What follows belongs to an exercise in optimizing a design on an open flow for small area and a short achievable clock period; a production flow would make more cautious choices.
RTL that was checked went through simulation tests only; none was proved equivalent to the original.
The RTL of runs 3 and 5 to 8 was laid out without a check of its function.
Power figures rest on the tool's default switching activity, not on a simulated workload.

<file path="design/flow/flow/cts_args.txt">
-sink_clustering_enable -repair_clock_nets -dont_use_dummy_load -sink_clustering_size 24 -sink_clustering_max_diameter 80 -buf_list {sky130_fd_sc_hd__clkbuf_4 sky130_fd_sc_hd__clkbuf_8}
</file>
<file path="design/flow/config.mk">
export PLATFORM = sky130hd
export DESIGN_NAME = cpu
export DESIGN_NICKNAME = cpu
export VERILOG_FILES = /design/flow/design.v
export SDC_FILE = /design/flow/constraint.sdc
export NUM_CORES = 4
export LEC_CHECK = 0
export CAP_MARGIN = 20
export CORE_MARGIN = 2
export CORE_UTILIZATION = 55
export SETUP_SLACK_MARGIN = 3.8
export SLEW_MARGIN = 20
export TNS_END_PERCENT = 0
</file>
<file path="design/flow/standard.sh">
#!/bin/bash
# synth_recipe.tcl (not shown) runs the flow's synth.tcl, then flattens the netlist and writes it again
# the make line also repeats each setting of config.mk as NAME=value (left out here)
make -C /OpenROAD-flow-scripts/flow DESIGN_CONFIG=/design/flow/config.mk WORK_HOME=/design/flow/orfs CLKGATE_MAP_FILE= SYNTH_SCRIPT=/design/flow/synth_recipe.tcl "${@:-finish}"
</file>
<file path="design/flow/flow/no_adder_map">
</file>
<file path="design/flow/constraint.sdc">
create_clock -name core_clock -period 8.0 [get_ports {clk}]
set_input_delay 1.6000 -clock core_clock [delete_from_list [all_inputs] [get_ports {clk}]]
set_output_delay 1.6000 -clock core_clock [all_outputs]
set_load 0.01 [all_outputs]
</file>
<file path="design/flow/design.v">
module cpu(
input [15:0] instruction,
input [15:0] memIn,
input reset,
input clk,
output [15:0] memOut,
output reg writeM,
output [15:0] memAddress,
output reg [15:0] pc);
reg [15:0] regA;
reg        aInR;
reg [15:0] regD;
reg [15:0] R;       
wire [15:0] A = aInR ? R : regA;
assign memOut = R;
assign memAddress = regA;
wire isC = instruction[15];
wire [6:0] comp = instruction[12:6];
wire a  = comp[6];
wire zx = comp[5];
wire nx = comp[4];
wire zy = comp[3];
wire ny = comp[2];
wire f  = comp[1];
wire no = comp[0];
reg valid;
always @* begin
    case (comp)
        7'b0101010, 7'b0111111, 7'b0111010, 7'b0001100, 7'b0110000, 7'b1110000,
        7'b0001101, 7'b0110001, 7'b1110001, 7'b0001111, 7'b0110011, 7'b1110011,
        7'b0011111, 7'b0110111, 7'b1110111, 7'b0001110, 7'b0110010, 7'b1110010,
        7'b0000010, 7'b1000010, 7'b0010011, 7'b1010011, 7'b0000111, 7'b1000111,
        7'b0000000, 7'b1000000, 7'b0010101, 7'b1010101: valid = 1'b1;
        default: valid = 1'b0;
    endcase
end
wire vC = (valid & isC) | reset;    
wire nxo = (nx ^ no) & ~reset;
wire nyo = (ny ^ no) & ~reset;
wire kx = ~zx & ~reset;
wire ky = ~zy & ~reset;
wire aM = a & ~reset;
wire [15:0] x = (regD & {16{kx}}) ^ {16{nxo}};
wire [15:0] y = aM ? (memIn ^ {16{nyo}}) : ((A & {16{ky}}) ^ {16{nyo}});
wire [15:0] p = x ^ y;
wire [15:0] h = x & y;
wire [15:0] g = h & {16{f}};    
wire cin = f & no & ~reset;
wire [15:0] gg = {g[14:0], cin};
wire [15:0] pp = {p[14:0], 1'b0};
wire [15:0] G1, P1, G2, P2, G3, P3, C;
genvar i;
generate
    for (i = 0; i < 16; i = i + 1) begin : pf
        if (i % 2 == 1) begin
            assign G1[i] = gg[i] | (pp[i] & gg[i-1]);
            assign P1[i] = pp[i] & pp[i-1];
        end else begin
            assign G1[i] = gg[i];
            assign P1[i] = pp[i];
        end
        if (i % 4 >= 2) begin
            assign G2[i] = G1[i] | (P1[i] & G1[i - i % 4 + 1]);
            assign P2[i] = P1[i] & P1[i - i % 4 + 1];
        end else begin
            assign G2[i] = G1[i];
            assign P2[i] = P1[i];
        end
        if (i % 8 >= 4) begin
            assign G3[i] = G2[i] | (P2[i] & G2[i - i % 8 + 3]);
            assign P3[i] = P2[i] & P2[i - i % 8 + 3];
        end else begin
            assign G3[i] = G2[i];
            assign P3[i] = P2[i];
        end
        if (i >= 8) begin
            assign C[i] = G3[i] | (P3[i] & G3[7]);
        end else begin
            assign C[i] = G3[i];
        end
    end
endgenerate
wire fo = f | no;
wire [15:0] q = (p & {16{fo}}) | (h & {16{~f}});
wire [15:0] r = vC ? (q ^ C) : R;
wire s = C[15] ? (vC ? ~q[15] : R[15]) : (vC ? q[15] : R[15]);
wire [15:0] t = x | y;
wire zA = &(p ~^ {t[14:0], cin});
wire zr = vC ? (f ? zA : ~|q) : ~|R;
wire [2:0] j = instruction[2:0];
wire jmp = isC & ((j[2] & s) | (j[1] & zr) | (j[0] & ~s & ~zr));
always @(posedge clk) begin
    R <= r;
    if (reset || (isC && instruction[4])) regD <= r;
    if (reset) begin
        aInR <= 1'b1;       
        pc <= 16'd0;
        writeM <= 1'b0;
    end else begin
        aInR <= isC & instruction[5];
        pc <= jmp ? A : pc + 16'd1;
        writeM <= isC & instruction[3];
    end
    regA <= isC ? A : {1'b0, instruction[14:0]};
end
endmodule
</file>
<file path="design/flow/flow/port_buf.txt">
sky130_fd_sc_hd__buf_1
</file>
<file path="design/flow/flow/abc.script">
strash
dch
map -B 0.9
topo
stime -c
buffer -c
upsize -c
dnsize -c
</file>
<file path="design/flow/flow/run.sh">
#!/bin/bash
# Layout flow: the standard flow (standard.sh) with these changes:
#  - ports are buffered with the cell named in flow/port_buf.txt
#    (default sky130_fd_sc_hd__buf_2) instead of the delay buffers that
#    buffer_ports picks by default; every port still gets its buffer;
#  - clock tree synthesis runs with the arguments in flow/cts_args.txt
#    (default: ORFS's, without dummy loads);
#  - if flow/abc.script exists, the standard synthesis maps the logic with
#    that ABC script instead of ORFS's abc_speed.script, and if
#    flow/no_adder_map exists it leaves adders to ABC instead of mapping
#    them to the library's half and full adder cells. Nothing else in the
#    synthesis changes, so the registers are the standard synthesis's.
# Every tool's output goes to ORFS's logs under orfs/logs; make's own output
# goes to flow.log here.
set -euo pipefail
here=$(pwd)
cp standard.sh standard_sh.log
extra=""
if [[ -f flow/no_adder_map ]]; then extra="ADDER_MAP_FILE="; fi
if [[ -f flow/abc.script ]]; then
  cp flow/abc.script "$here/my_abc.script"
  {
    head -n 1 synth_recipe.tcl
    cat <<'EOT'
proc abc {args} {
  set i [lsearch -exact $args -script]
  if { $i >= 0 } { lset args [expr {$i + 1}] $::env(FLOW_ABC_SCRIPT) }
  yosys abc {*}$args
}
EOT
    tail -n +2 synth_recipe.tcl
  } > "$here/my_synth.tcl"
  export FLOW_ABC_SCRIPT="$here/my_abc.script"
  sed -e "s#SYNTH_SCRIPT=[^ ]*#SYNTH_SCRIPT=$here/my_synth.tcl $extra#" standard.sh > my_standard.sh
else
  sed -e "s#SYNTH_SCRIPT=\([^ ]*\)#SYNTH_SCRIPT=\1 $extra#" standard.sh > my_standard.sh
fi
portbuf=sky130_fd_sc_hd__buf_2
if [[ -f flow/port_buf.txt ]]; then portbuf=$(cat flow/port_buf.txt); fi
export BUFFER_PORTS_ARGS="-buffer_cell $portbuf"
if [[ -f flow/cts_args.txt ]]; then
  export CTS_ARGS="$(cat flow/cts_args.txt)"
else
  export CTS_ARGS="-sink_clustering_enable -repair_clock_nets -dont_use_dummy_load"
fi
bash my_standard.sh > flow.log 2>&1
</file>
==> results of run 1 <==
-- report_power, final --
| group | switching (mW) | leakage (nW) | internal [mW] |
|---|---|---|---|
| Clock | 0.126 | 0.0647 | 0.101 |
| Sequential | 0.0544 | 0.583 | 0.409 |
| Combinational | 0.310 | 2.34 | 0.153 |
-- cell usage in the layout (no fill, tap or decap), drive strengths merged, types with 2 or more instances in the layout --
master / Yosys / layout
o21ai: 52 / 52
o211ai: 3 / 3
o22ai: 3 / 3
nand3: 107 / 110
dfxtp: 50 / 50
inv: 87 / 87
clkinvlp: 0 / 2
xor2: 14 / 14
nand2: 349 / 349
xnor2: 12 / 12
clkbuf: 10 / 12
buf: 21 / 96
nor4: 4 / 4
nor3: 3 / 3
nand4: 7 / 7
edfxtp: 16 / 16
nand3b: 2 / 2
nor2: 99 / 99
a21oi: 23 / 24
-- sequential cells by signal, indices dropped and copies added, names as in the netlist --
name / count
R: 16
aInR: 1
pc: 16
regA: 16
regD: 16
writeM: 1
-- kinds of logic (layout without fill, tap and decap cells) --
kind of cell              after synthesis  after routing  synth area share, %
AOI/OAI and AO/OA                      87             88                 9.30
buffers and inverters                 119            198                 10.3
DFF                                    66             66                 28.3
xor gates and xnor gates               26             26                 4.64
and+or+nand+nor                       573            576                 47.5
-- area by class of cell --
cell class,instances,area (sq um)
Timing Repair inverter,2,11.3
Tap cell,129,161
Fill cell,917,3260
Inverter,88,347
Clock buffer,9,124
Sequential cell,66,1480
Timing Repair Buffer,99,510
Multi-Input combinational cell,690,3340
-- how the worst max path moves through the flow --
stage               startpoint       to  slack, ns  depth (start not counted)
5_1_grt                  reset   pc[11]       3.75                         20
6_report        instruction[6]    pc[0]       3.93                         21
3_3_place_gp    instruction[7]    pc[7]       2.50                         16
4_1_cts                  reset    pc[0]       3.83                         19
3_5_place_dp    instruction[7]    pc[7]       2.28                         16
2_1_floorplan  instruction[15]  regD[0]       4.26                          4
-- routing by layer --
| layer | wire length [um] | up-vias | part of all wire (%) |
|---|---|---|---|
| met5 | 0 | - | 0 |
| met2 | 7770 | 262 | 45 |
| met3 | 1510 | 39 | 8.8 |
| met1 | 7330 | 2617 | 43 |
| li1 | - | 2951 | - |
| met4 | 540 | 0 | 3.1 |
-- repair_timing --
item,4_1_cts,5_1_grt
endpoints found under the setup margin,46,25
cloned,4,2
buffers inserted,7,9
pin swaps,4,6
resized for setup,18,23
hold buffers,0,0
-- worst max-delay path, cell delays in order --
cell     delay, ns
buf_2         0.19
inv_2         0.10
nand2_2       0.11
nand2_2       0.14
nor2_4        0.19
buf_12        0.15
nand2_1       0.05
nand2_1       0.08
nand3_1       0.13
nand3_1       0.10
o21ai_0       0.17
nor2_1        0.13
nand2_1       0.07
nor2_1        0.13
nand3_1       0.10
nand3_1       0.14
nand2_1       0.08
nand2_2       0.22
nand3_4       0.18
a21oi_1       0.18
nor2_1        0.06
-- metrics by stage --
step | utilization, % | worst slack, ns
4_1_cts | 62.8 | 3.83
5_1_grt | 64.7 | 3.75
2_1_floorplan | - | 4.26
3_5_place_dp | 59.6 | 2.28
6_report | 64.7 | 3.93
3_3_place_gp | 59.6 | 2.50
==> out/qor.yml, run 1 <==
vias_per_cell: 5.42
top_usage_layer: "met2"
max_freq_mhz: 246
area_delta_synth_final_pct: 14.2
syn_inst: 871
die_w_um: 102
ys_top_cells_by_area: "nand2_1 24%, dfxtp_1 19%, edfxtp_1 9.2%"
clock_sinks: 66
drtAntennaViolNets: 0
setup_viol: 0
path_max_fanout: 8
grt_pass1_wl_um: 26500
port_buffers: 82
p_leak_nw: 2.99
r2r_setup_slack_ns: 4.57
irDropWorstVdd_uv: 110
grt_use_total_pct: 33.4
yosysTopAreaCell: "nand2_1"
h-tree-depth: 3
synth_common_cells: "336 x nand2_1, 94 x nand3_1, 86 x nor2_1"
antenna_found_initial: 0
ioPinCount: 83
cts_made_buffers: 9
r2r-end: "pc[0]"
grt_max_degree: 57
cap_violations: 0
critPathKind: "input port to flip-flop"
fp.dieH_um: 102
wl_per_cell_um: 15.8
status: "no timing/DRC/antenna violations"
rr_worst_depth: 19
hold_depth: 2
drc: 0
holdWs_ns: 0.543
crit_required_ns: 8.24
place_congestion: 0.909
final_max_slew_viol_count: 0
period_needed_ns: 4.07
final.setup.tns_ns: 0
hp-class: "flip-flop to flip-flop"
final_cells: 1083
async_flop_share_pct: 0
syn_avg_cell_area_sq_um: 6.01
initial_core_util_pct: 56.7
slew-limit-headroom_pct: 59.5
power.total_mw: 1.15
firstDrtPassIters: 6
placementRows: 35
synth_most_common_cell: "nand2_1"
hpwl_um: 11900
antenna_cells: 0
coreArea_sq_um: 9240
vias: 5869
drive_gt1_share_pct: 11.0
synth_flop_cell: "dfxtp_1"
start_kind: "input port"
final.period_utilization_pct: 50.8
use_met2_pct: 52.8
powerDensity_nw_per_um2: 193
cts_root_buffer: "clkbuf_8"
ys_seq_area_share_pct: 28.3
syn-num-nets: 905
final_cell_area_sq_um: 5980
yosys_warnings: 1
hold_path_end: "R[14]"
yosys.area.top_type_share_pct: 24.1
rsz0062_at_grt: "true"
met3_usage_pct: 4.07
synthDistinctLibCells: 43
place_inst: 1052
skew_ns: 0.0220
wl_um: 17100
worst_slew_pin_slew_ns: 0.604
fin_nets: 990
clkLatencyLatePin_ns: 0.35
hold_viol: 0
crit_path_end_kind: "flip-flop"
drt_iter0_drc: 487
hp-start: "R[14]"
grt_util_met1_pct: 46.3
max-clock-path-buffers: 2
syn_area_sq_um: 5240
cts_tree: "built"
r2r_start: "aInR"
grt_pass1_vias: 5338
synth-edff-count: 16
place_area_sq_um: 5510
die-area_sq_um: 10300
grt-ovfl-total: 0
clk_pin_slew_ns: 0.07
ys_ff_latch: 66
cp_data_arrival_time_ns: 4.30
==> inputs of run 2 (changes only) <==
--- a/design/flow/config.mk
+++ b/design/flow/config.mk
@@ -9,5 +9,4 @@
 export CORE_MARGIN = 2
 export CORE_UTILIZATION = 55
-export SETUP_SLACK_MARGIN = 3.8
+export SETUP_SLACK_MARGIN = 3.6
 export SLEW_MARGIN = 20
-export TNS_END_PERCENT = 0
==> run 2 against run 1 <==
Clock-buffer cell count is the same. Register-to-register slack is essentially flat. Area after synthesis is the same. Still clean on timing, DRC and antenna. Power shrank 1.3%. Flip-flop and latch count is the same. Combinational power shrank 3%. Worst hold slack lost 0.0061 ns.
==> out/qor.yml, run 2 <==
status: "no timing/DRC/antenna violations"
hpwl_um: 11900
hp-class: "flip-flop to flip-flop"
skew_ns: 0.0240
synth-edff-count: 16
cp_data_arrival_time_ns: 4.45
irDropWorstVdd_uv: 111
worst_slew_pin_slew_ns: 0.580
drtAntennaViolNets: 0
drive_gt1_share_pct: 8.99
switching_share_pct: 42.3
ys_ff_latch: 66
initial_core_util_pct: 56.7
h-tree-depth: 3
placementRows: 35
synthDistinctLibCells: 43
synth_most_common_cell: "nand2_1"
final_common_cell: "nand2_1"
die-area_sq_um: 10300
cts_root_buffer: "clkbuf_8"
synth_top_family_by_area: "simple AND/OR/NAND/NOR gates"
place_congestion: 0.909
final.setup.tns_ns: 0
clk_pin_slew_ns: 0.07
firstDrtPassIters: 6
fp.dieH_um: 102
clock_sinks: 66
path_max_fanout: 26
p_leak_nw: 2.94
drt_iter0_drc: 413
max-clock-path-buffers: 2
grt_max_degree: 57
hold_viol: 0
synth-simple-area-share_pct: 47.5
antenna_found_initial: 0
syn_area_sq_um: 5240
yosys_warnings: 1
max_freq_mhz: 237
grt-ovfl-total: 0
yosysTopAreaCell: "nand2_1"
yosys.area.top_type_share_pct: 24.1
slew-limit-headroom_pct: 61.1
critPathKind: "input port to flip-flop"
die_w_um: 102
seqPwrFrac_pct: 40.7
antenna_cells: 0
vias: 5796
fin_nets: 982
postLayoutCoreUtil_pct: 63.6
synth_common_cells: "336 x nand2_1, 94 x nand3_1, 86 x nor2_1"
drc: 0
final.period_utilization_pct: 52.6
crit_required_ns: 8.24
power.total_mw: 1.14
cap_violations: 0
rsz0062_at_grt: "false"
p_int_mw: 0.656
async_flop_share_pct: 0
synth.mux.area_fraction_pct: 0
p_clk_share_pct: 19.9
powerDensity_nw_per_um2: 193
area_delta_synth_final_pct: 12.3
ys_seq_area_share_pct: 28.3
final_max_slew_viol_count: 0
ys_top_cells_by_area: "nand2_1 24%, dfxtp_1 19%, edfxtp_1 9.2%"
synth_xor_area_share_pct: 4.64
ioPinCount: 83
grt_pass1_vias: 5231
grt_use_total_pct: 31.8
cts_made_buffers: 9
synth_compound_area_share_pct: 9.30
period_needed_ns: 4.21
grt_pass1_wl_um: 25400
cts_tree: "built"
layout_common_cells: "336 x nand2_1, 94 x nand3_1, 86 x nor2_1"
setup_viol: 0
syn_inst: 871
crit_path_end_kind: "flip-flop"
syn_avg_cell_area_sq_um: 6.01
wl_per_cell_um: 15.6
wl_um: 16700
synth_flop_cell: "dfxtp_1"
port_buffers: 82
cts_hold_buf: 0
power_frac_comb_pct: 39.3
synth_adder_area_share_pct: 0
vias_per_cell: 5.39
start_kind: "input port"
power_switching_mw: 0.482
syn-num-nets: 905
coreArea_sq_um: 9240
clkLatencyLatePin_ns: 0.35
-- run 2: changes by cell type in the layout (fill, tap and decap cells not counted), sizes merged --
cell | before | now
inv | 87 | 85
clkinv | 1 | 2
clkdlybuf4s15 | 0 | 1
nand3 | 110 | 108
buf | 96 | 89
clkbuf | 12 | 13
-- run 2: power by group through the flow --
stage / sequential, mW / combinational (mW) / clock (mW)
after floorplan: 0.472 / 0.300 / 0
after global placement: 0.468 / 0.410 / 0
after detailed placement: 0.469 / 0.419 / 0
after CTS: 0.462 / 0.423 / 0.228
after global routing: 0.470 / 0.506 / 0.240
final: 0.463 / 0.447 / 0.227
-- run 2: final timing paths --
kind	from	endpoint	slack, ns	cells after the start
worst max register to register	aInR	pc[0]	4.57	19
worst min register to register	R[14]	R[14]	0.54	2
worst min-delay path	R[14]	R[14]	0.54	2
worst max-delay path	reset	pc[0]	3.79	19
-- run 2: cell families (layout without fill, tap and decap cells) --
logic type             after synthesis  after routing
AND/OR/NAND/NOR                    573            574
buffers and inverters              119            192
AO/OA/AOI/OAI                       87             88
XOR/XNOR                            26             26
flip-flops                          66             66
-- run 2: stage by stage --
stage	hold slack, ns	cell area [sq um]	cells	setup slack, ns
3_5_place_dp	0.522	5510	1052	2.28
6_report	0.537	5880	1075	3.79
2_1_floorplan	0.514	5240	871	4.26
3_3_place_gp	0.515	5510	1052	2.50
5_1_grt	0.587	5880	1075	3.60
4_1_cts	0.532	5670	1061	3.61
-- run 2: cell type report --
| cell class | count | area [sq um] |
|---|---|---|
| clock buffer | 9 | 124 |
| fill | 920 | 3360 |
| inverter | 88 | 352 |
| multi-input combinational | 688 | 3280 |
| sequential | 66 | 1480 |
| tap | 129 | 161 |
| timing repair buffer | 94 | 478 |
| timing repair inverter | 1 | 5.00 |
-- run 2: timing repair --
item                                    4_1_cts  5_1_grt
gates resized for setup                      10       13
buffers inserted                              0       11
endpoints found under the setup margin       46       26
pin swaps                                     0        6
hold endpoints to repair                      0        0
cloned                                        0        3
-- run 2: critical path, stage by stage --
cell and delay, ns:
clkbuf_4 0.33, clkinv_8 0.22, nand3_4 0.27, xor2_1 0.21
inv_1 0.06, nand2_1 0.13, inv_1 0.09, nand2_1 0.07
nand2_1 0.09, nor2_1 0.16, nand2_1 0.09, nor2_1 0.14
nand3_1 0.09, nand3_1 0.13, nand3_1 0.21, nand3_4 0.28
nand3_1 0.11, nand2_1 0.09, nor2_1 0.04
-- run 2: routing by layer --
metal | vias up | part of all wire [%] | track usage [%]
li1 | 2929 | - | -
met1 | 2607 | 44 | 43.5
met2 | 224 | 46 | 50.6
met3 | 36 | 7.3 | 4.28
met4 | 0 | 3.0 | 13.1
met5 | - | 0 | 0
==> inputs of run 3 (changes only) <==
--- a/design/flow/design.v
+++ b/design/flow/design.v
@@ -85,7 +85,5 @@
 wire [15:0] r = vC ? (q ^ C) : R;
 wire s = C[15] ? (vC ? ~q[15] : R[15]) : (vC ? q[15] : R[15]);
-wire [15:0] t = x | y;
-wire zA = &(p ~^ {t[14:0], cin});
-wire zr = vC ? (f ? zA : ~|q) : ~|R;
+wire zr = ~|r;
 wire [2:0] j = instruction[2:0];
 wire jmp = isC & ((j[2] & s) | (j[1] & zr) | (j[0] & ~s & ~zr));
--- a/design/flow/config.mk
+++ b/design/flow/config.mk
@@ -9,4 +9,4 @@
 export CORE_MARGIN = 2
 export CORE_UTILIZATION = 55
-export SETUP_SLACK_MARGIN = 3.6
+export SETUP_SLACK_MARGIN = 3.8
 export SLEW_MARGIN = 20
==> run 3 against run 2 <==
Critical endpoint is now pc[1]. Routed wire length is 16% higher. Clock power is essentially flat. Via count up 9.7%. Power is 8.2% higher. Cell count fell by 0.47%. Clock skew about the same. Clock-buffer cell count stayed put. Flip-flop and latch count unchanged. Still clean. Combinational power rose by 24%. Utilization grew 15 points. Setup slack worse by 0.066 ns. Largest power group is now combinational logic. Largest cell class unchanged.
==> out/qor.yml, run 3 <==
status: "no timing/DRC/antenna violations"
port_buffers: 82
switching_share_pct: 43.0
grt_use_total_pct: 33.8
cts_tree: "built"
rr_worst_depth: 25
worst_slew_pin_slew_ns: 0.745
powerDensity_nw_per_um2: 180
final_cell_area_sq_um: 6860
cp_data_arrival_time_ns: 4.54
placementRows: 34
postLayoutCoreUtil_pct: 79.0
antenna_cells: 0
syn_avg_cell_area_sq_um: 5.98
max-clock-path-buffers: 2
place_inst: 985
cts_root_buffer: "clkbuf_8"
syn-num-nets: 852
path_max_fanout: 6
yosys.area.top_type_share_pct: 24.5
firstDrtPassIters: 6
die-area_sq_um: 9670
regArea_sq_um: 1480
slew-limit-headroom_pct: 50.3
synth_most_common_cell: "nand2_1"
drt_iter0_drc: 729
synth-edff-count: 16
wl_per_cell_um: 18.1
period_needed_ns: 4.28
synth_top_family_by_area: "simple AND/OR/NAND/NOR gates"
synthDistinctLibCells: 40
crit_path_end_kind: "flip-flop"
irDropWorstVdd_uv: 117
die_w_um: 98.3
synth.mux.area_fraction_pct: 0
yosys_warnings: 1
grt_max_degree: 40
grt_pass1_vias: 5333
skew_ns: 0.0240
final.setup.tns_ns: 0
setup_viol: 0
clk_pin_slew_ns: 0.09
place_congestion: 0.921
power_frac_comb_pct: 45.1
ys_top_cells_by_area: "nand2_1 24%, dfxtp_1 20%, edfxtp_1 9.8%"
grt-ovfl-total: 0
grt_pass1_wl_um: 26000
synth_flop_cell: "dfxtp_1"
multi_input_area_sq_um: 3620
hold_viol: 0
wl_um: 19400
ys_seq_area_share_pct: 30.3
final_common_cell: "nand2_1"
p_leak_nw: 3.46
drc: 0
initial_core_util_pct: 56.4
ioPinCount: 83
layout_common_cells: "235 x nand2_1, 84 x inv_1, 74 x buf_1"
h-tree-depth: 3
synth_xor_area_share_pct: 2.84
syn_inst: 818
yosysTopAreaCell: "nand2_1"
p_int_mw: 0.702
crit_required_ns: 8.26
fin_nets: 998
synth_compound_area_share_pct: 8.33
clkLatencyLatePin_ns: 0.36
vias: 6358
place_ws_ns: 2.41
critPathKind: "input port to flip-flop"
area_delta_synth_final_pct: 40.1
fp.dieH_um: 98.3
final_cells: 1070
p_clk_share_pct: 18.3
synth_common_cells: "319 x nand2_1, 94 x inv_1, 90 x nor2_1"
final.period_utilization_pct: 53.5
seqPwrFrac_pct: 36.6
fin_ws_ns: 3.72
hp-class: "flip-flop to flip-flop"
final_max_slew_viol_count: 0
holdWs_ns: 0.505
cts_made_buffers: 9
clock_sinks: 66
coreArea_sq_um: 8680
start_kind: "input port"
async_flop_share_pct: 0
synth_adder_area_share_pct: 0
synth-simple-area-share_pct: 46.9
hpwl_um: 10900
place_area_sq_um: 5190
power_switching_mw: 0.529
antenna_found_initial: 0
drive_gt1_share_pct: 31.2
nFillCells: 587
rsz0062_at_grt: "true"
vias_per_cell: 5.94
power.total_mw: 1.23
cap_violations: 0
ys_ff_latch: 66
drtAntennaViolNets: 0
syn_area_sq_um: 4890
max_freq_mhz: 234
hold_depth: 2
==> run 3: changes by cell type after synthesis, moves of 7 or more <==
cell	previous run	this run
nand3_1	94	80
o22ai_1	3	12
or2_2	0	7
inv_1	80	94
nand2_1	336	319
o21ai_0	49	28
a21oi_1	21	10
==> run 3: logic make-up after synthesis <==
| kind of cell | Yosys count |
|---|---|
| XOR/XNOR | 15 |
| flip-flops | 66 |
| AO/OA/AOI/OAI | 70 |
| buffers and inverters | 131 |
| AND/OR/NAND/NOR | 536 |
==> run 3: metal layers <==
layer  track usage [%]  wire, um
met1              44.0      7040
met4              16.6      1300
met2              55.2      8900
met5                 0         0
met3              4.51      2120
==> run 3: timing repair <==
action / in CTS / in global routing
setup endpoints to repair: 25 / 16
gates cloned: 6 / 3
gates resized for setup: 65 / 207
setup buffers: 29 / 38
hold buffers: 0 / 0
pin swaps: 21 / 61
==> run 3: final timing paths <==
| kind | startpoint | to | slack, ns |
|---|---|---|---|
| max | instruction[12] | pc[1] | 3.72 |
| min | regA[14] | regA[14] | 0.51 |
| max reg2reg | aInR | pc[1] | 3.93 |
| min reg2reg | regA[14] | regA[14] | 0.51 |
==> run 3: area by class of cell <==
class | count | share of cell area (%)
clock buffer | 9 | 1.81
timing repair inverter | 2 | 0.219
timing repair buffer | 153 | 15.0
tap | 108 | 1.97
sequential | 66 | 21.6
multi-input combinational | 627 | 52.8
inverter | 105 | 6.59
==> run 3: power by group through the flow <==
stage          Clock (mW)  Sequential [mW]  Combinational (mW)
2_1_floorplan           0            0.465               0.269
3_3_place_gp            0            0.454               0.384
3_5_place_dp            0            0.455               0.389
4_1_cts             0.222            0.449               0.440
5_1_grt             0.234            0.456               0.599
6_report            0.225            0.451               0.555
==> run 3: critical path, stage by stage <==
cell	delay [ns]
buf_6	0.11
inv_6	0.07
nand2_4	0.05
nor2_4	0.21
buf_6	0.17
nand2_4	0.07
nand3_2	0.10
nand2_1	0.09
nand2_2	0.08
nand2_2	0.08
nor2_4	0.14
inv_2	0.06
nor2_4	0.10
nand2_4	0.09
nand2_8	0.09
nand2_2	0.06
nand3_1	0.06
nand3_1	0.09
nand2_1	0.10
nand2_1	0.08
nor2_2	0.18
nand3_1	0.14
nand2_2	0.11
nand3_4	0.19
nand2_4	0.20
nand2_1	0.08
nand2_1	0.07
nor2_1	0.04
==> inputs of run 4 (changes only) <==
--- a/design/flow/design.v
+++ b/design/flow/design.v
@@ -85,5 +85,7 @@
 wire [15:0] r = vC ? (q ^ C) : R;
 wire s = C[15] ? (vC ? ~q[15] : R[15]) : (vC ? q[15] : R[15]);
-wire zr = ~|r;
+wire [15:0] t = x | y;
+wire zA = &(p ~^ {t[14:0], cin});
+wire zr = vC ? (f ? zA : ~|q) : ~|R;
 wire [2:0] j = instruction[2:0];
 wire jmp = isC & ((j[2] & s) | (j[1] & zr) | (j[0] & ~s & ~zr));
==> run 4 against run 3 <==
Flip-flop and latch count unchanged. Utilization down 14 points. Clock power about the same. First-iteration DRC count down 32%. Die area up 6.7%. Via count down 7.5%. Cell area down 13%. Power down 6.3%.
==> out/qor.yml, run 4 <==
status: "no timing/DRC/antenna violations"
rsz0062_at_grt: "true"
hold_path_end: "R[14]"
clock_sinks: 66
p_int_mw: 0.663
yosysTopAreaCell: "nand2_1"
cp_data_arrival_time_ns: 4.26
setup_viol: 0
vias_per_cell: 5.43
synth_most_common_cell: "nand2_1"
vias: 5880
irDropWorstVdd_uv: 109
r2r_start: "aInR"
grt_use_total_pct: 33.4
seqPwrFrac_pct: 40.2
hold_viol: 0
hp-class: "flip-flop to flip-flop"
critPathLaunch: "instruction[6]"
grt_max_degree: 57
ys_ff_latch: 66
fin_nets: 990
nFillCells: 916
yosys_warnings: 1
powerDensity_nw_per_um2: 193
grt-ovfl-total: 0
syn_inst: 871
final_cells: 1083
synth-edff-count: 16
cts_root_buffer: "clkbuf_8"
die_w_um: 102
initial_core_util_pct: 56.7
final_max_slew_viol_count: 0
final.period_utilization_pct: 50.3
drc: 0
synth_common_cells: "336 x nand2_1, 94 x nand3_1, 86 x nor2_1"
wl_um: 17200
final.setup.tns_ns: 0
yosys.area.top_type_share_pct: 24.1
wl_per_cell_um: 15.9
r2r-end: "pc[0]"
p_clk_share_pct: 19.6
crit_required_ns: 8.23
path_max_fanout: 8
async_flop_share_pct: 0
max-clock-path-buffers: 2
slew-limit-headroom_pct: 59.3
multi_input_area_sq_um: 3350
ioPinCount: 83
synth_flop_cell: "dfxtp_1"
drive_gt1_share_pct: 11.0
syn_area_sq_um: 5240
place_inst: 1052
layout_common_cells: "331 x nand2_1, 91 x nand3_1, 86 x nor2_1"
hp-start: "R[14]"
regArea_sq_um: 1480
final_common_cell: "nand2_1"
synthDistinctLibCells: 43
port_buffers: 82
power_switching_mw: 0.490
rr_worst_depth: 19
power_frac_comb_pct: 40.2
die-area_sq_um: 10300
hpwl_um: 11900
cts_tree: "built"
ys_seq_area_share_pct: 28.3
grt_pass1_wl_um: 26500
cts_made_buffers: 9
worst_slew_pin_slew_ns: 0.608
fp.dieH_um: 102
firstDrtPassIters: 5
area_delta_synth_final_pct: 14.3
r2r_setup_slack_ns: 4.58
max_freq_mhz: 248
clkLatencyLatePin_ns: 0.36
start_kind: "input port"
h-tree-depth: 3
placementRows: 35
grt_pass1_vias: 5338
syn-num-nets: 905
period_needed_ns: 4.03
coreArea_sq_um: 9240
switching_share_pct: 42.5
cap_violations: 0
ys_top_cells_by_area: "nand2_1 24%, dfxtp_1 19%, edfxtp_1 9.2%"
place_congestion: 0.909
crit_path_end_kind: "flip-flop"
antenna_cells: 0
syn_avg_cell_area_sq_um: 6.01
drt_iter0_drc: 495
critPathKind: "input port to flip-flop"
hold_depth: 2
skew_ns: 0.0227
clk_pin_slew_ns: 0.07
drtAntennaViolNets: 0
p_leak_nw: 2.99
antenna_found_initial: 0
==> run 4: timing repair <==
action | 4_1_cts | 5_1_grt
cloned | 4 | 2
setup endpoints to repair | 46 | 25
buffers inserted | 7 | 9
gates resized for setup | 18 | 24
hold buffers | 0 | 0
pin swaps | 4 | 6
==> run 4: final cells by class <==
cell class	count	share of cell area [%]
multi-input cells	690	56.0
flip-flops and latches	66	24.8
clock buffers	9	2.07
inverters	88	5.79
well taps	129	2.70
repair inverters	2	0.188
repair buffers	99	8.53
==> run 4: power groups by stage <==
stage	logic (mW)	registers (mW)	clock network, mW
after floorplan	0.300	0.472	0
after global placement	0.410	0.468	0
after detailed placement	0.419	0.469	0
after CTS	0.436	0.462	0.228
after global routing	0.521	0.470	0.240
final	0.464	0.463	0.226
==> run 4: per-stage QoR <==
| step | hold WS [ns] | utilization, % | area, sq um | power (mW) | worst slack, ns |
|---|---|---|---|---|---|
| floorplan | 0.514 | - | 5240 | 0.772 | 4.26 |
| global placement | 0.515 | 59.6 | 5510 | 0.878 | 2.50 |
| detailed placement | 0.522 | 59.6 | 5510 | 0.888 | 2.28 |
| CTS | 0.532 | 62.8 | 5800 | 1.13 | 3.83 |
| global route | 0.587 | 64.8 | 5980 | 1.23 | 3.77 |
| finish | 0.544 | 64.8 | 5980 | 1.15 | 3.97 |
==> run 4: layer usage <==
layer	vias to the layer above	routed length, um	track usage, %
li1	2949	-	-
met1	2634	7440	46.3
met2	258	7750	52.8
met3	39	1430	4.07
met4	0	583	13.1
met5	-	0	0
==> run 4: kinds of logic after synthesis <==
kind of cell	Yosys count	share of synthesized area (%)
AO/OA/AOI/OAI	87	9.30
flip-flops	66	28.3
AND/OR/NAND/NOR	573	47.5
XOR/XNOR	26	4.64
buffers and inverters	119	10.3
==> run 4: worst max-delay path by stage <==
stage	cells past startpoint	slack (ns)	end
global route	23	3.77	regD[14]
detailed placement	16	2.28	pc[7]
floorplan	4	4.26	regD[0]
finish	21	3.97	pc[0]
CTS	19	3.83	pc[0]
global placement	16	2.50	pc[7]
==> run 4: worst max-delay path, cell delays in order <==
cell and delay, ns:
buf_2 0.19, inv_2 0.10, nand2_2 0.12, nand2_2 0.13, nor2_4 0.18, buf_12 0.15
nand2_1 0.05, nand2_1 0.08, nand3_1 0.13, nand3_1 0.10, o21ai_0 0.15, nor2_1 0.13
nand2_1 0.07, nor2_1 0.13, nand3_1 0.10, nand3_1 0.15, nand3_2 0.26, nand3_4 0.21
nand3_1 0.10, nand2_1 0.09, nor2_1 0.04
==> inputs of run 5 (changes only) <==
--- a/design/flow/design.v
+++ b/design/flow/design.v
@@ -36,15 +36,13 @@
 end
 wire vC = (valid & isC) | reset;    
-wire nxo = (nx ^ no) & ~reset;
-wire nyo = (ny ^ no) & ~reset;
-wire kx = ~zx & ~reset;
-wire ky = ~zy & ~reset;
-wire aM = a & ~reset;
-wire [15:0] x = (regD & {16{kx}}) ^ {16{nxo}};
-wire [15:0] y = aM ? (memIn ^ {16{nyo}}) : ((A & {16{ky}}) ^ {16{nyo}});
+wire nxo = nx ^ no;
+wire nyo = ny ^ no;
+wire [15:0] x = (regD & {16{~zx}}) ^ {16{nxo}};
+wire [15:0] y = a ? (memIn ^ {16{nyo}}) : ((A & {16{~zy}}) ^ {16{nyo}});
 wire [15:0] p = x ^ y;
 wire [15:0] h = x & y;
-wire [15:0] g = h & {16{f}};    
-wire cin = f & no & ~reset;
+wire fr = f & ~reset;
+wire [15:0] g = h & {16{fr}};   
+wire cin = fr & no;
 wire [15:0] gg = {g[14:0], cin};
 wire [15:0] pp = {p[14:0], 1'b0};
@@ -81,6 +79,7 @@
     end
 endgenerate
-wire fo = f | no;
-wire [15:0] q = (p & {16{fo}}) | (h & {16{~f}});
+wire fo = (f | no) & ~reset;
+wire nf = ~f & ~reset;
+wire [15:0] q = (p & {16{fo}}) | (h & {16{nf}});
 wire [15:0] r = vC ? (q ^ C) : R;
 wire s = C[15] ? (vC ? ~q[15] : R[15]) : (vC ? q[15] : R[15]);
==> run 5 against run 4 <==
Clock-buffer cell count did not move. Combinational power grew 17%. Area after synthesis grew 2.4%. Cell area grew 0.17%. Global-route usage is 2.2 points lower. Largest cell class unchanged. Die area up 2.3%. Largest power group unchanged. Highest routed layer unchanged. Maximum frequency decreased by 0.43%. Utilization decreased by 2.3 points. Non-clock buffer count down 9. Setup slack got worse by 0.018 ns.
==> out/qor.yml, run 5 <==
grt_pass1_vias: 5302
skew_ns: 0.0246
ys_top_cells_by_area: "nand2_1 23%, dfxtp_1 19%, nand3_1 11%"
grt_pass1_wl_um: 25300
final_cells: 1095
rr_worst_depth: 23
wl_met1_um: 7350
syn_area_sq_um: 5360
cp_top_family: "simple AND/OR/NAND/NOR gates"
final_cell_area_sq_um: 5990
crit_required_ns: 8.25
place_area_sq_um: 5660
syn_avg_cell_area_sq_um: 6.02
power.total_mw: 1.23
ioPinCount: 83
die_w_um: 103
crit_buf_inv: 3
antenna_found_initial: 0
synth-edff-count: 16
place_congestion: 0.919
p_leak_nw: 3.07
critPathLaunch: "instruction[9]"
fin_ws_ns: 3.96
synth_common_cells: "332 x nand2_1, 121 x nand3_1, 79 x nor2_1"
seqPwrFrac_pct: 37.7
h-tree-depth: 3
place_ws_ns: 3.11
cts_tree: "built"
syn_inst: 890
clock_sinks: 66
drc: 0
rsz0062_at_grt: "false"
final_common_cell: "nand2_1"
slew-limit-headroom_pct: 34.5
synth_top_family_by_area: "simple AND/OR/NAND/NOR gates"
yosys_warnings: 1
synth_flop_cell: "dfxtp_1"
place_inst: 1077
grt_max_degree: 31
path_depth: 22
hp-start: "R[14]"
antenna_cells: 0
p_clk_share_pct: 18.2
yosys.area.top_type_share_pct: 23.2
wl_met3_um: 1260
clk_pin_slew_ns: 0.08
critPathKind: "input port to flip-flop"
yosysTopAreaCell: "nand2_1"
synth_adder_area_share_pct: 0
vias: 5996
power_switching_mw: 0.543
r2r_setup_slack_ns: 4.67
powerDensity_nw_per_um2: 205
syn-num-nets: 924
power_frac_comb_pct: 44.1
status: "no timing/DRC/antenna violations"
cp_cell_sequence: "clkbuf_2, nor2_8, buf_12, nand3_1, nand2_1, nand2_1, nand3_1, nand2_1, inv_2, nand2_1, nor2_1, nand2_1, nand2_1, nand2_1, nand3_2, nand2_2, nand2_2, nand2_2, nor2_4, nor2_4, nor2_1, nor2_1"
layout_common_cells: "330 x nand2_1, 119 x nand3_1, 78 x nor2_1"
synth_xor_area_share_pct: 4.20
wl_um: 17100
hpwl_um: 12600
postLayoutCoreUtil_pct: 62.5
switching_share_pct: 44.1
final_max_slew_viol_count: 0
grt-ovfl-total: 0
firstDrtPassIters: 5
setup_viol: 0
cts_root_buffer: "clkbuf_8"
synthDistinctLibCells: 40
ys_ff_latch: 66
synth-simple-area-share_pct: 51.0
fin_nets: 998
async_flop_share_pct: 0
top_layer: "met4"
critical-path-max-stage-delay_ns: 0.22
final.period_utilization_pct: 50.6
die-area_sq_um: 10600
worst_slew_pin_slew_ns: 0.981
cap_violations: 0
port_buffers: 82
clkLatencyLatePin_ns: 0.36
synth_most_common_cell: "nand2_1"
crit_path_end_kind: "flip-flop"
synth.mux.area_fraction_pct: 0
r2r-end: "pc[2]"
cts_made_buffers: 9
drtAntennaViolNets: 0
holdWs_ns: 0.571
coreArea_sq_um: 9590
start_kind: "input port"
ys_seq_area_share_pct: 27.6
drive_gt1_share_pct: 11.4
fp.dieH_um: 103
critPathCapture: "pc[2]"
period_needed_ns: 4.04
p_int_mw: 0.687
hold_viol: 0
drt_iter0_drc: 385
hp-class: "flip-flop to flip-flop"
r2r_start: "aInR"
grt_use_total_pct: 31.2
crit_slowest_cell: "clkbuf_2"
path_max_fanout: 8
path_common_cell: "nand2_1"
wl_per_cell_um: 15.7
area_delta_synth_final_pct: 11.8
max_freq_mhz: 247
wl_met2_um: 7890
irDropWorstVdd_uv: 150
max-clock-path-buffers: 2
vias_per_cell: 5.48
cp_data_arrival_time_ns: 4.29
initial_core_util_pct: 55.9
final.setup.tns_ns: 0
synth_compound_area_share_pct: 6.30
placementRows: 36
## run 5: what timing repair did
action / CTS / global route
hold endpoints to repair: 0 / 0
hold buffers: 0 / 0
setup endpoints to repair: 23 / 23
cloned: 0 / 5
buffers inserted: 0 / 4
pin swaps: 0 / 6
resized for setup: 8 / 23
## run 5: how the worst min path moves through the flow
stage	slack, ns	cells after the start	end
finish	0.57	2	R[14]
global route	0.59	2	R[14]
CTS	0.56	2	R[8]
detailed placement	0.55	2	R[8]
global placement	0.55	2	R[9]
floorplan	0.54	2	R[0]
## run 5: per-layer routing
metal  GRT usage, %  vias to the layer above
met2           51.6                      246
met4           13.0                        0
met3           5.29                       48
li1               -                     2983
met5              0                        -
met1           40.3                     2719
## run 5: cells by family (layout without fill, tap and decap cells)
logic type                count (synthesis)  count (layout)
DFF                                      66              66
xor gates and xnor gates                 24              24
buffers and inverters                   131             199
AOI/OAI and AO/OA                        62              62
and+or+nand+nor                         607             611
## run 5: worst register-to-register path, cell delays in order (launching register included)
cell     delay, ns
dfxtp_1       0.73
inv_4         0.20
nand2_1       0.13
nand3_1       0.16
nand2_1       0.10
nand2_1       0.07
nand2_1       0.12
nand2_1       0.08
nand2_1       0.10
inv_1         0.06
nand2_1       0.08
nor2_1        0.04
nor2_1        0.16
nand2_4       0.12
nand2_2       0.12
nand2_1       0.08
nand2_2       0.09
nand2_2       0.09
nand2_2       0.11
nand2_2       0.08
nor2_4        0.21
nor2_4        0.10
nor2_1        0.14
nor2_1        0.06
## run 5: power by group through the flow
stage / clock, mW / combinational [mW] / sequential [mW]
final: 0.223 / 0.543 / 0.464
after global routing: 0.235 / 0.607 / 0.470
after CTS: 0.224 / 0.518 / 0.462
after detailed placement: 0 / 0.513 / 0.470
after global placement: 0 / 0.506 / 0.468
after floorplan: 0 / 0.367 / 0.476
## run 5: cell type report
| class | count | area, sq um |
|---|---|---|
| Timing Repair Buffer | 90 | 403 |
| Inverter | 99 | 390 |
| Clock buffer | 9 | 124 |
| Sequential cell | 66 | 1480 |
| Tap cell | 133 | 166 |
| Fill cell | 988 | 3600 |
| Multi-Input combinational cell | 697 | 3420 |
| Timing Repair inverter | 1 | 5.00 |
==> inputs of run 6 (changes only) <==
--- a/design/flow/config.mk
+++ b/design/flow/config.mk
@@ -9,4 +9,4 @@
 export CORE_MARGIN = 2
 export CORE_UTILIZATION = 55
-export SETUP_SLACK_MARGIN = 3.8
+export SETUP_SLACK_MARGIN = 4.0
 export SLEW_MARGIN = 20
==> run 6 against run 5 <==
Combinational power increased by 12%. Sequential share of layout area decreased by 2.0 points. Die area unchanged. Power increased by 5.1%. Via count increased by 3.7%. Largest power group unchanged. Highest routed layer unchanged.
==> out/qor.yml, run 6 <==
status: "no timing/DRC/antenna violations"
path_common_cell: "nor2_1"
vias_per_cell: 5.58
cap_violations: 0
crit_slowest_cell: "nor2_2"
final_common_cell: "nand2_1"
h-tree-depth: 3
layout_common_cells: "316 x nand2_1, 91 x nand3_1, 76 x inv_1"
cp_top_family: "simple AND/OR/NAND/NOR gates"
clock_sinks: 66
power.total_mw: 1.29
hold_viol: 0
wl_um: 18400
syn_inst: 890
drive_gt1_share_pct: 19.1
clkLatencyLatePin_ns: 0.36
clk_pin_slew_ns: 0.07
synthDistinctLibCells: 40
async_flop_share_pct: 0
skew_ns: 0.0259
yosys_warnings: 1
synth_flop_cell: "dfxtp_1"
p_leak_nw: 3.28
syn-num-nets: 924
antenna_found_initial: 0
powerDensity_nw_per_um2: 198
postLayoutCoreUtil_pct: 67.9
grt_use_total_pct: 31.4
syn_area_sq_um: 5360
yosysTopAreaCell: "nand2_1"
synth_most_common_cell: "nand2_1"
final_max_slew_viol_count: 0
die_w_um: 103
cts_made_buffers: 9
max-clock-path-buffers: 2
crit_required_ns: 8.24
grt-ovfl-total: 0
path_max_fanout: 13
grt_pass1_wl_um: 25500
coreArea_sq_um: 9590
ys_top_cells_by_area: "nand2_1 23%, dfxtp_1 19%, nand3_1 11%"
worst_slew_pin_slew_ns: 0.995
wl_per_cell_um: 16.5
cts_root_buffer: "clkbuf_8"
setup_viol: 0
port_buffers: 82
cp_cell_sequence: "clkbuf_2, nor2_2, inv_1, o21ai_0, nor2_1, nand2_1, nor2_1, nand3_1, nand3_2, nand3_4, nand2_2, nor2_4, nor2_4, nor2_1, nor2_1"
nFillCells: 916
initial_core_util_pct: 55.9
critical-path-max-stage-delay_ns: 0.62
ioPinCount: 83
rsz0062_at_grt: "false"
max_freq_mhz: 256
hp-class: "flip-flop to flip-flop"
placementRows: 36
synth_common_cells: "332 x nand2_1, 121 x nand3_1, 79 x nor2_1"
yosys.area.top_type_share_pct: 23.2
cp_data_arrival_time_ns: 4.16
critPathKind: "input port to flip-flop"
drtAntennaViolNets: 0
antenna_cells: 0
irDropWorstVdd_uv: 148
synth-edff-count: 16
grt_pass1_vias: 5337
syn_avg_cell_area_sq_um: 6.02
vias: 6215
ys_ff_latch: 66
slew-limit-headroom_pct: 33.6
drt_iter0_drc: 458
ys_seq_area_share_pct: 27.6
grt_max_degree: 31
area_delta_synth_final_pct: 21.5
fp.dieH_um: 103
final.period_utilization_pct: 48.9
crit_buf_inv: 2
firstDrtPassIters: 7
place_congestion: 0.919
final.setup.tns_ns: 0
drc: 0
hpwl_um: 12600
start_kind: "input port"
cts_tree: "built"
fin_nets: 1017
die-area_sq_um: 10600
crit_path_end_kind: "flip-flop"
period_needed_ns: 3.91
-- run 6: cell counts after synthesis --
Identical to the previous run, type by type.
-- run 6: area by class of cell --
type / instances / area (sq um) / area share [%]
repair buffers: 105 / 576 / 8.84
inverters: 99 / 395 / 6.07
multi-input cells: 700 / 3760 / 57.7
flip-flops and latches: 66 / 1480 / 22.8
well taps: 133 / 166 / 2.56
clock buffers: 9 / 124 / 1.90
repair inverters: 2 / 11.3 / 0.173
-- run 6: path summary, 6_finish.rpt --
path	from	endpoint	slack [ns]	depth (start not counted)
setup / recovery	instruction[7]	pc[2]	4.09	15
hold / removal	R[8]	R[8]	0.56	2
setup reg to reg	aInR	pc[2]	4.80	23
hold reg to reg	R[8]	R[8]	0.56	2
-- run 6: cells by family (layout without fill, tap and decap cells) --
logic type             count (synthesis)  in the layout  share of synthesized area [%]
flip-flops                            66             66                           27.6
AO/OA/AOI/OAI                         62             62                           6.30
XOR/XNOR                              24             24                           4.20
buffers and inverters                131            215                           10.8
AND/OR/NAND/NOR                      607            614                           51.0
-- run 6: routing by layer --
metal  vias up  track usage (%)  wire length, um
li1       3034                -                -
met1      2809             41.1             7430
met2       313             52.1             8540
met3        59             4.61             1750
met4         0             13.0              646
met5         -                0                0
-- run 6: worst reg2reg max path, cell delays in order (launching register included) --
cell	delay, ns
dfxtp_1	0.73
inv_4	0.20
nand2_1	0.19
nand3_4	0.10
nand2_1	0.07
nand2_1	0.08
nand2_2	0.09
nand2_1	0.08
nand2_2	0.08
inv_1	0.05
nand2_1	0.08
nor2_1	0.05
nor2_2	0.14
nand2_4	0.11
nand2_4	0.10
nand2_1	0.07
nand2_2	0.10
nand2_4	0.07
nand2_4	0.08
nand2_2	0.07
nor2_4	0.22
nor2_4	0.11
nor2_1	0.16
nor2_1	0.06
-- run 6: repair_timing --
| item | 4_1_cts | 5_1_grt |
|---|---|---|
| buffers inserted | 3 | 15 |
| setup endpoints to repair | 29 | 23 |
| cloned | 2 | 8 |
| resized for setup | 21 | 96 |
| endpoints found under the hold margin | 0 | 0 |
| pin swaps | 1 | 17 |
| hold buffers | 0 | 0 |
-- run 6: power breakdown --
group	internal [mW]	switching, mW	total [mW]
Sequential	0.412	0.0525	0.464
Combinational	0.202	0.404	0.606
Clock	0.100	0.122	0.222
Total	0.714	0.578	1.29
-- run 6: per-stage QoR --
stage | setup WS, ns | hold WS, ns | instance area [sq um] | std cells
after floorplan | 4.23 | 0.540 | 5360 | 890
after global placement | 3.13 | 0.546 | 5660 | 1077
after detailed placement | 3.11 | 0.551 | 5660 | 1077
after CTS | 4.01 | 0.559 | 5910 | 1091
after global routing | 3.96 | 0.586 | 6510 | 1114
final | 4.09 | 0.560 | 6510 | 1114
==> inputs of run 7 (changes only) <==
--- a/design/flow/config.mk
+++ b/design/flow/config.mk
@@ -9,4 +9,5 @@
 export CORE_MARGIN = 2
 export CORE_UTILIZATION = 55
-export SETUP_SLACK_MARGIN = 4.0
+export GPL_ROUTABILITY_DRIVEN = 0
+export SETUP_SLACK_MARGIN = 3.8
 export SLEW_MARGIN = 20
==> run 7 against run 6 <==
Cell area down 7.4%. Clock power about the same. Non-clock buffer count down 10. Routed wire length down 6.4%. Sequential share of layout area up 1.8 points. Power down 4.5%. Utilization down 5.0 points. Maximum frequency down 2.3%. Combinational power down 9.7%. Via count down 2.3%. First-iteration DRC count up 9.0%. Cell count down 1.3%. Largest power group unchanged. Highest routed layer unchanged.
==> out/qor.yml, run 7 <==
ys_ff_latch: 66
critPathLaunch: "instruction[9]"
cp_cell_sequence: "clkbuf_2, nor2_8, buf_12, nand3_1, nand2_1, nand2_2, nand2_1, nand2_1, nand3_1, nand2_1, nor2_1, nand2_1, nor2_1, nand3_1, nand3_1, nand3_2, nand2_2, nor2_4, nor2_4, nor2_1, nor2_1"
cts_tree: "built"
powerDensity_nw_per_um2: 205
hpwl_um: 12500
cap_violations: 0
ys_top_cells_by_area: "nand2_1 23%, dfxtp_1 19%, nand3_1 11%"
r2r-end: "pc[2]"
path_common_cell: "nand2_1"
ioPinCount: 83
final_common_cell: "nand2_1"
critical-path-max-stage-delay_ns: 0.25
yosys_warnings: 1
grt_max_degree: 31
cts_root_buffer: "clkbuf_8"
placementRows: 36
synth_compound_area_share_pct: 6.30
synth_top_family_by_area: "simple AND/OR/NAND/NOR gates"
grt_use_total_pct: 31.3
synth_flop_cell: "dfxtp_1"
holdWs_ns: 0.577
cp_top_family: "simple AND/OR/NAND/NOR gates"
drtAntennaViolNets: 0
grt-ovfl-total: 0
rsz0062_at_grt: "false"
crit_buf_inv: 2
vias_per_cell: 5.52
slew-limit-headroom_pct: 32.1
cp_data_arrival_time_ns: 4.29
final.setup.tns_ns: 0
final_max_slew_viol_count: 0
crit_required_ns: 8.28
firstDrtPassIters: 5
status: "no timing/DRC/antenna violations"
initial_core_util_pct: 55.9
h-tree-depth: 3
synth.mux.area_fraction_pct: 0
hp-class: "flip-flop to flip-flop"
yosysTopAreaCell: "nand2_1"
p_leak_nw: 3.11
clkLatencyLatePin_ns: 0.35
crit_path_end_kind: "flip-flop"
layout_common_cells: "332 x nand2_1, 118 x nand3_1, 78 x nor2_1"
yosys.area.top_type_share_pct: 23.2
syn_avg_cell_area_sq_um: 6.02
area_delta_synth_final_pct: 12.5
die-area_sq_um: 10600
clock_sinks: 66
async_flop_share_pct: 0
r2r_start: "aInR"
critPathKind: "input port to flip-flop"
path_depth: 21
worst_slew_pin_slew_ns: 1.02
syn-num-nets: 924
coreArea_sq_um: 9590
start_kind: "input port"
cts_made_buffers: 9
syn_area_sq_um: 5360
grt_pass1_wl_um: 25400
synth_common_cells: "332 x nand2_1, 121 x nand3_1, 79 x nor2_1"
max-clock-path-buffers: 2
max_freq_mhz: 250
wl_um: 17200
vias: 6074
nFillCells: 983
antenna_found_initial: 0
final.period_utilization_pct: 50.1
ys_seq_area_share_pct: 27.6
period_needed_ns: 4.01
drt_iter0_drc: 499
fin_nets: 1003
multi_input_area_sq_um: 3400
antenna_cells: 0
synth_most_common_cell: "nand2_1"
port_buffers: 82
synthDistinctLibCells: 40
path_max_fanout: 8
die_w_um: 103
wl_per_cell_um: 15.6
drc: 0
skew_ns: 0.0263
r2r_setup_slack_ns: 4.63
synth-edff-count: 16
fp.dieH_um: 103
synth-simple-area-share_pct: 51.0
cts_hold_buf: 0
setup_viol: 0
hold_viol: 0
irDropWorstVdd_uv: 115
synth_xor_area_share_pct: 4.20
rr_worst_depth: 23
critPathCapture: "pc[4]"
grt_pass1_vias: 5256
syn_inst: 890
clk_pin_slew_ns: 0.07
crit_slowest_cell: "nor2_4"
drive_gt1_share_pct: 12.1
synth_adder_area_share_pct: 0
regArea_sq_um: 1480
==> run 7: cell count changes in the layout (fill, tap and decap cells not counted), moves of 3 or more <==
cell	before	now
nand2_2	29	17
buf_4	17	10
clkbuf_2	3	6
nand3_1	91	118
nor2_1	67	78
nand2_4	8	1
buf_12	4	1
nor2_2	14	4
nand3_4	9	1
buf_2	4	1
nand2_1	316	332
nand3_2	40	21
==> run 7: cells by family (layout without fill, tap and decap cells) <==
family,after synthesis,in the layout
and+or+nand+nor,607,610
xor gates and xnor gates,24,24
AOI/OAI and AO/OA,62,62
DFF,66,66
buffers and inverters,131,205
==> run 7: layer usage <==
metal  wire [um]  share of wire (%)  vias to the layer above  track usage (%)
li1            -                  -                     3002                -
met1        7250                 42                     2760             39.4
met2        8050                 47                      268             54.2
met3        1370                8.0                       44             3.93
met4         519                3.0                        0             12.5
met5           0                  0                        -                0
==> run 7: repair_timing <==
action / 4_1_cts / 5_1_grt
endpoints found under the hold margin: 0 / 0
setup endpoints to repair: 22 / 25
pin swaps: 0 / 6
cloned: 0 / 5
buffers inserted: 0 / 9
gates resized for setup: 7 / 31
==> run 7: cell type report <==
type	count	share of cell area (%)
sequential	66	24.6
clock buffer	9	2.05
inverter	99	6.62
tap	133	2.76
timing repair inverter	2	0.187
timing repair buffer	95	7.33
multi-input combinational	696	56.5
==> run 7: stage by stage <==
step | area (sq um) | total power, mW | util [%] | cells | setup slack, ns
floorplan | 5360 | 0.843 | - | 890 | 4.23
global placement | 5660 | 0.975 | 59.0 | 1077 | 3.25
detailed placement | 5660 | 0.984 | 59.0 | 1077 | 3.06
CTS | 5800 | 1.20 | 60.5 | 1086 | 3.76
global route | 6030 | 1.32 | 62.8 | 1100 | 3.78
finish | 6030 | 1.23 | 62.8 | 1100 | 3.99
==> run 7: tightest hold or removal path, cell delays in order (launching register included) <==
cell and delay [ns]:
dfxtp_1 0.35, nand2_1 0.07, o21ai_0 0.09
==> run 7: worst min-delay path by stage <==
| stage | to | slack [ns] | from | cells after the start |
|---|---|---|---|---|
| finish | R[8] | 0.58 | R[8] | 2 |
| global route | R[8] | 0.60 | R[8] | 2 |
| CTS | R[8] | 0.57 | R[8] | 2 |
| detailed placement | R[8] | 0.56 | R[8] | 2 |
| global placement | R[9] | 0.54 | R[9] | 2 |
| floorplan | R[0] | 0.54 | R[0] | 2 |
==> run 7: power by group <==
group / total (mW) / internal [mW] / switching (mW)
sequential: 0.467 / 0.412 / 0.0552
clock: 0.221 / 0.100 / 0.120
combinational: 0.547 / 0.177 / 0.370
total: 1.23 / 0.689 / 0.545
==> inputs of run 8 (changes only) <==
--- a/design/flow/config.mk
+++ b/design/flow/config.mk
@@ -8,6 +8,5 @@
 export CAP_MARGIN = 20
 export CORE_MARGIN = 2
-export CORE_UTILIZATION = 55
-export GPL_ROUTABILITY_DRIVEN = 0
+export CORE_UTILIZATION = 60
 export SETUP_SLACK_MARGIN = 3.8
 export SLEW_MARGIN = 20
==> run 8 against run 7 <==
Combinational power about the same. Critical endpoint is now pc[1]. Flip-flop and latch count did not move. Via count increased by 2.5%. Die area fell by 8.0%. Sequential share of layout area hardly changed. Setup slack worse by 0.12 ns. Still clean. Sequential power barely moved. Maximum frequency fell by 2.8%. Cell count is 2.1% lower. Clock-buffer cell count stayed put.
==> out/qor.yml, run 8 <==
setup_viol: 0
rr_worst_depth: 22
syn_inst: 890
async_flop_share_pct: 0
yosys_warnings: 1
layout_common_cells: "330 x nand2_1, 115 x nand3_1, 79 x nor2_1"
cts_tree: "built"
fp.dieH_um: 98.5
grt_max_degree: 30
antenna_found_initial: 0
hold_depth: 2
clkLatencyLatePin_ns: 0.35
skew_ns: 0.0231
place_congestion: 0.959
cp_data_arrival_time_ns: 4.38
crit_path_end_kind: "flip-flop"
ys_top_cells_by_area: "nand2_1 23%, dfxtp_1 19%, nand3_1 11%"
grt-ovfl-total: 0
yosysTopAreaCell: "nand2_1"
drt_iter0_drc: 629
drtAntennaViolNets: 0
wl_um: 17200
placementRows: 34
yosys.area.top_type_share_pct: 23.2
final_common_cell: "nand2_1"
grt_pass1_wl_um: 27300
cts_root_buffer: "clkbuf_8"
period_needed_ns: 4.12
final_cells: 1077
ioPinCount: 83
hold_viol: 0
wl_per_cell_um: 16.0
path_max_fanout: 19
initial_core_util_pct: 61.8
irDropWorstVdd_uv: 171
crit_required_ns: 8.26
start_kind: "input port"
critPathKind: "input port to flip-flop"
antenna_cells: 0
synth_most_common_cell: "nand2_1"
final.setup.tns_ns: 0
grt_use_total_pct: 34.7
cap_violations: 0
die-area_sq_um: 9710
syn-num-nets: 924
status: "no timing/DRC/antenna violations"
area_delta_synth_final_pct: 12.5
vias_per_cell: 5.78
final_max_slew_viol_count: 0
h-tree-depth: 3
vias: 6226
drc: 0
rsz0062_at_grt: "false"
die_w_um: 98.5
syn_area_sq_um: 5360
max_freq_mhz: 243
coreArea_sq_um: 8680
drive_gt1_share_pct: 12.6
cts_made_buffers: 9
port_buffers: 82
cts_hold_buf: 0
powerDensity_nw_per_um2: 205
place_inst: 1054
firstDrtPassIters: 6
final.period_utilization_pct: 51.5
grt_pass1_vias: 5738
slew-limit-headroom_pct: 55.2
hpwl_um: 12400
ys_ff_latch: 66
clock_sinks: 66
max-clock-path-buffers: 2
syn_avg_cell_area_sq_um: 6.02
clk_pin_slew_ns: 0.08
ys_seq_area_share_pct: 27.6
synth-edff-count: 16
hp-class: "flip-flop to flip-flop"
synth_common_cells: "332 x nand2_1, 121 x nand3_1, 79 x nor2_1"
synthDistinctLibCells: 40
fin_nets: 1005
p_leak_nw: 3.12
synth_flop_cell: "dfxtp_1"
worst_slew_pin_slew_ns: 0.671
[run 8: cell counts after synthesis]
No cell type changed its count.
[run 8: cells by family after synthesis]
kind of cell	after synthesis	synth area share, %
buffers and inverters	131	10.8
xor gates and xnor gates	24	4.20
AOI/OAI and AO/OA	62	6.30
DFF	66	27.6
and+or+nand+nor	607	51.0
[run 8: worst paths after layout]
kind	start	endpoint	slack, ns
worst min-delay path	R[14]	R[14]	0.58
worst max register to register	aInR	pc[2]	4.69
worst min register to register	R[14]	R[14]	0.58
worst max-delay path	instruction[7]	pc[1]	3.88
[run 8: what timing repair did]
action	in CTS	in global routing
cloned	0	4
gates resized for setup	9	28
buffers inserted	0	10
endpoints found under the setup margin	23	24
pin swaps	0	5
[run 8: critical path, stage by stage]
cell,delay (ns)
buf_1,0.41
nor2_1,0.15
o21ai_0,0.23
nand2_1,0.08
nor2_1,0.16
o211ai_1,0.17
nand2_2,0.33
inv_4,0.17
nand2_1,0.11
nand2_1,0.07
nand3_2,0.10
nand2_2,0.09
nand2_2,0.15
nand2_2,0.09
nor2_4,0.18
nor2_4,0.10
nor2_1,0.12
nor2_1,0.05
[run 8: cell type report]
| cell class | count | area [sq um] |
|---|---|---|
| tap | 108 | 135 |
| timing repair inverter | 1 | 5.00 |
| sequential | 66 | 1480 |
| multi-input combinational | 696 | 3420 |
| inverter | 99 | 397 |
| timing repair buffer | 98 | 469 |
| fill | 788 | 2650 |
| clock buffer | 9 | 124 |
[run 8: metrics by stage]
stage	hold slack (ns)	setup WS (ns)	utilization (%)	area [sq um]	power, mW
floorplan	0.540	4.23	-	5360	0.843
global placement	0.539	3.18	65.0	5640	0.973
detailed placement	0.555	3.14	65.0	5640	0.986
CTS	0.563	3.80	66.9	5810	1.20
global route	0.612	3.69	69.5	6030	1.32
finish	0.578	3.88	69.5	6030	1.24
[run 8: power by group]
part           internal [mW]  switching [mW]
combinational          0.179           0.371
clock                  0.100           0.119
sequential             0.412          0.0568
total                  0.691           0.547
[run 8: layer usage]
layer | GRT usage [%] | part of all wire (%)
met5 | 0 | 0
met4 | 14.4 | 3.9
met3 | 4.47 | 8.8
met2 | 59.8 | 47
met1 | 43.8 | 40

[static timing again, ports no longer ideal]
Ports are ideal in the flow. The routed layouts listed here were re-timed in OpenROAD. Step 1, drivers: a clkbuf_16 drives clk and a buf_2 each remaining input, both assumed. Step 2 times the ports against the registers' clock, not the clock port: input delays grow and output delays shrink by t, the midpoint of the rising clock arrivals with the driver on. a / b / c = ideal ports / drivers / drivers and shift; a / b = the first two.
run	t (ns)	slack for setup (ns)	worst hold slack (ns)	slew at the worst register clock pin (ns)	worst data-port slew with drivers (ns)
run 1	0.377	3.933 / 3.945 / 3.568	0.543 / 0.543 / 0.543	0.08 / 0.08	0.05
run 2	0.376	3.789 / 3.796 / 3.420	0.537 / 0.537 / 0.537	0.08 / 0.08	0.05
run 3	0.375	3.722 / 3.705 / 3.330	0.505 / 0.505 / 0.505	0.09 / 0.09	0.09
run 4	0.378	3.973 / 3.985 / 3.607	0.544 / 0.544 / 0.544	0.08 / 0.08	0.05
run 5	0.377	3.955 / 3.949 / 3.572	0.571 / 0.571 / 0.571	0.08 / 0.08	0.04
run 6	0.374	4.086 / 4.090 / 3.716	0.560 / 0.560 / 0.560	0.08 / 0.08	0.04
run 7	0.370	3.995 / 3.999 / 3.629	0.577 / 0.577 / 0.577	0.08 / 0.08	0.04
run 8	0.369	3.879 / 3.882 / 3.512	0.578 / 0.578 / 0.578	0.08 / 0.08	0.04
After both steps every run listed still meets setup and hold. For run 3, which loses most, drivers alone change the setup slack by -0.017 ns; drivers and shift together by -0.392 ns.
